This design comes from an exercise in tuning for small area, a short achievable clock period and few clock cycles on the open sky130 flow, not from production work. RTL that was checked went through simulation tests only; none was proved equivalent to the original.

## run a
## div32
module div32(
    input clk,
    input rst,
    input start,
    input [31:0] dividend,
    input [31:0] divisor,
    output [31:0] quotient,
    output [31:0] remainder,
    output reg finish
);
Size in the first run: roughly 120 flip-flops, roughly 8500 sq um of cells after synthesis.
==> flow/config.mk <==
export PLATFORM = sky130hd
export DESIGN_NAME = div32
export DESIGN_NICKNAME = div32
export VERILOG_FILES = /design/flow/design.v
export SDC_FILE = /design/flow/constraint.sdc
export NUM_CORES = 8
export LEC_CHECK = 0
export ABC_AREA = 1
export CAP_MARGIN = 20
export CORE_MARGIN = 2
export CORE_UTILIZATION = 40
export CTS_BUF_LIST = sky130_fd_sc_hd__clkbuf_8
export PLACE_DENSITY = 0.6
export SETUP_SLACK_MARGIN = 2.8
export SLEW_MARGIN = 20
==> flow/constraint.sdc <==
create_clock -name core_clock -period 5.0 [get_ports {clk}]
set_input_delay 1.0000 -clock core_clock [delete_from_list [all_inputs] [get_ports {clk}]]
set_output_delay 1.0000 -clock core_clock [all_outputs]
set_load 0.01 [all_outputs]
standard.sh (not shown) runs the stock make flow with config.mk's settings and CLKGATE_MAP_FILE= SYNTH_SCRIPT=/design/flow/synth_recipe.tcl, a recipe that flattens the netlist after the stock synthesis.
==> flow/flow/run.sh <==
#!/bin/bash
# Standard layout, with plain buffers on the ports instead of the default delay-cell buffers.
set -euo pipefail
bash standard.sh BUFFER_PORTS_ARGS="-buffer_cell sky130_fd_sc_hd__buf_1" finish > standard.log 2>&1
For run b, these inputs were changed with respect to run a:
diff --git a/flow/design.v b/flow/design.v
--- a/flow/design.v
+++ b/flow/design.v
@@ -5,23 +5,22 @@
     input start,
     input [31:0] dividend,
     input [31:0] divisor,
     output [31:0] quotient,
     output [31:0] remainder,
     output reg finish
 );
 reg [31:0] r;       
 reg [31:0] q;       
 reg [31:0] d;       
 reg [4:0]  za;      
-reg [5:0]  zb;      
 reg [5:0]  j;       
 reg        norm;    
 reg        iter;    
 assign quotient  = q;
 assign remainder = r;
 function [5:0] lzc32;
     input [31:0] x;
     reg [15:0] v1; reg [15:0] c1;
     reg [7:0]  v2; reg [15:0] c2;
     reg [3:0]  v3; reg [11:0] c3;
     reg [1:0]  v4; reg [7:0]  c4;
@@ -40,40 +39,40 @@
             c3[3*i+:3] = v2[2*i+1] ? {1'b0, c2[2*(2*i+1)+:2]} : {1'b1, c2[2*(2*i)+:2]};
         end
         for (i = 0; i < 2; i = i + 1) begin
             v4[i] = v3[2*i+1] | v3[2*i];
             c4[4*i+:4] = v3[2*i+1] ? {1'b0, c3[3*(2*i+1)+:3]} : {1'b1, c3[3*(2*i)+:3]};
         end
         lzc32 = {~(v4[1] | v4[0]), v4[1] ? {1'b0, c4[7:4]} : {1'b1, c4[3:0]}};
     end
 endfunction
 wire [5:0] la = lzc32(dividend);
 wire [5:0] lb = lzc32(divisor);
-wire [4:0] sp = zb[4:0] | ~za;                     
-wire [4:0] sg = zb[4:0] & ~za;                     
+wire [4:0] sp = j[4:0] | ~za;                     
+wire [4:0] sg = j[4:0] & ~za;                     
 wire [5:0] sc;                                    
 assign sc[0] = 1'b1;
 assign sc[1] = sp[0];
-assign sc[2] = sg[1] | (sp[1] & zb[0]) | (sp[1] & ~za[0]);
+assign sc[2] = sg[1] | (sp[1] & j[0]) | (sp[1] & ~za[0]);
 assign sc[3] = sg[2] | (sp[2] & sg[1]) | (sp[2] & sp[1] & sp[0]);
 assign sc[4] = sg[3] | (sp[3] & sg[2]) | (sp[3] & sp[2] & sg[1]) | (sp[3] & sp[2] & sp[1] & sp[0]);
 assign sc[5] = sg[4] | (sp[4] & sg[3]) | (sp[4] & sp[3] & sg[2]) | (sp[4] & sp[3] & sp[2] & sg[1])
              | (sp[4] & sp[3] & sp[2] & sp[1] & sp[0]);
 wire [5:0] sh;                                    
-assign sh[0] = zb[0] ^ za[0];
-assign sh[1] = zb[1] ^ (~za[1] ^ sc[1]);
-assign sh[2] = zb[2] ^ (~za[2] ^ sc[2]);
-assign sh[3] = zb[3] ^ (~za[3] ^ sc[3]);
-assign sh[4] = zb[4] ^ (~za[4] ^ sc[4]);
+assign sh[0] = j[0] ^ za[0];
+assign sh[1] = j[1] ^ (~za[1] ^ sc[1]);
+assign sh[2] = j[2] ^ (~za[2] ^ sc[2]);
+assign sh[3] = j[3] ^ (~za[3] ^ sc[3]);
+assign sh[4] = j[4] ^ (~za[4] ^ sc[4]);
 assign sh[5] = ~sc[5];
-wire       triv = zb[5] | sh[5];                   
+wire       triv = j[5] | sh[5];                   
 wire [31:0] kg = r & ~d;
 wire [31:0] kt = r | ~d;
 wire kC_0 = r[0] | ~d[0];
 wire kC_1 = kg[1] | (kt[1] & r[0]) | (kt[1] & ~d[0]);
 wire kG0_3 = kg[3] | (kt[3] & kg[2]);
 wire kP0_3 = kt[3] & kt[2];
 wire kG0_5 = kg[5] | (kt[5] & kg[4]);
 wire kP0_5 = kt[5] & kt[4];
 wire kG0_7 = kg[7] | (kt[7] & kg[6]);
 wire kP0_7 = kt[7] & kt[6];
 wire kG0_9 = kg[9] | (kt[9] & kg[8]);
@@ -257,27 +256,30 @@
         finish <= triv;
         iter   <= ~triv;
     end else if (iter) begin
         if (j[4:0] == 5'd0) begin
             iter   <= 1'b0;
             finish <= 1'b1;
         end
     end
 end
 always @(posedge clk) begin
     za <= la[4:0];
-    zb <= lb;
     if (start) begin
         r <= dividend;
         d <= divisor;
+        j <= lb;
     end else begin
-        if (norm & zb[5]) r <= 32'b0;     
+        if (norm & j[5]) r <= 32'b0;      
         else             r <= r ^ flip;
-        if (norm) d <= d << sh[4:0];
-        else      d <= d >> 1;
+        if (norm) begin
+            d <= d << sh[4:0];
+            j <= sh;
+        end else begin
+            d <= d >> 1;
+            j <= j - 6'd1;
+        end
     end
-    if (norm) j <= sh;
-    else      j <= j - 6'd1;
     if (norm)      q <= 32'b0;
     else if (iter) q <= {q[30:0], ge};
 end
 endmodule
## What came out
- The met3 usage in global routing in run b sits 1.1 points below the value recorded for run a.
- Against run a, run b comes in 1.3 points higher on area growth from synthesis to layout.
- Final worst clock skew, run a and run b: larger value in run a
- Run b vs. run a: non-clock buffering overhead in the final layout went up by 2.9 points; register-to-register slack went down by 0.04 ns.
- On wire length of the first global-routing pass, run b does worse than run a.
- Between run a and run b, the async set-reset flop share out of synthesis figures differ only marginally.
- Relative to run a, the worst setup slack of run b is lower by 0.029 ns.
- Sequential cell count ends up lower on run b.
- In the route summary, run b ends up with a via count exceeding that of run a.
- Run b vs run a, clock latency of the later-clocked register in the worst-skew pair went down by 0.07 ns.
- From run a to run b, number of buffers on the longest clock path did not move at all.
- Cell area after layout sits lower in run b than in run a.
- Status: mean cell area of the mapped netlist parity (run a, run b)
Testbench counts of run b, summed over its fixed seeds: cycles 47,977.
Only the layout flow was run in run a; the RTL was not checked for function there.

-- static timing again, ports no longer ideal --
The flow's constraints put no driver on any port. The routed layouts listed below were extracted and timed again, unchanged, in two steps.
Step 1: set_driving_cell puts a clkbuf_16 on clk and a buf_2 on each other input, an assumption about the parent block.
Step 2, shift: input delay + t, output delay - t, t = (earliest + latest rising clock arrival at the registers) / 2. This alone moves slack from input paths to output paths.
Slacks: no drivers / after step 1 / after step 2; pairs: no drivers / after step 1.
run | shift t [ns] | setup WS [ns] | clock arrival spread, ns
run a | 0.504 | 2.843 / 2.851 / 2.359 | 0.019 / 0.018
run b | 0.436 | 2.814 / 2.814 / 2.425 | 0.010 / 0.011
After both steps setup and hold are still met in every run listed. The setup slack of run a, which loses most, moves by +0.008 ns with the drivers and by -0.484 ns with both steps.
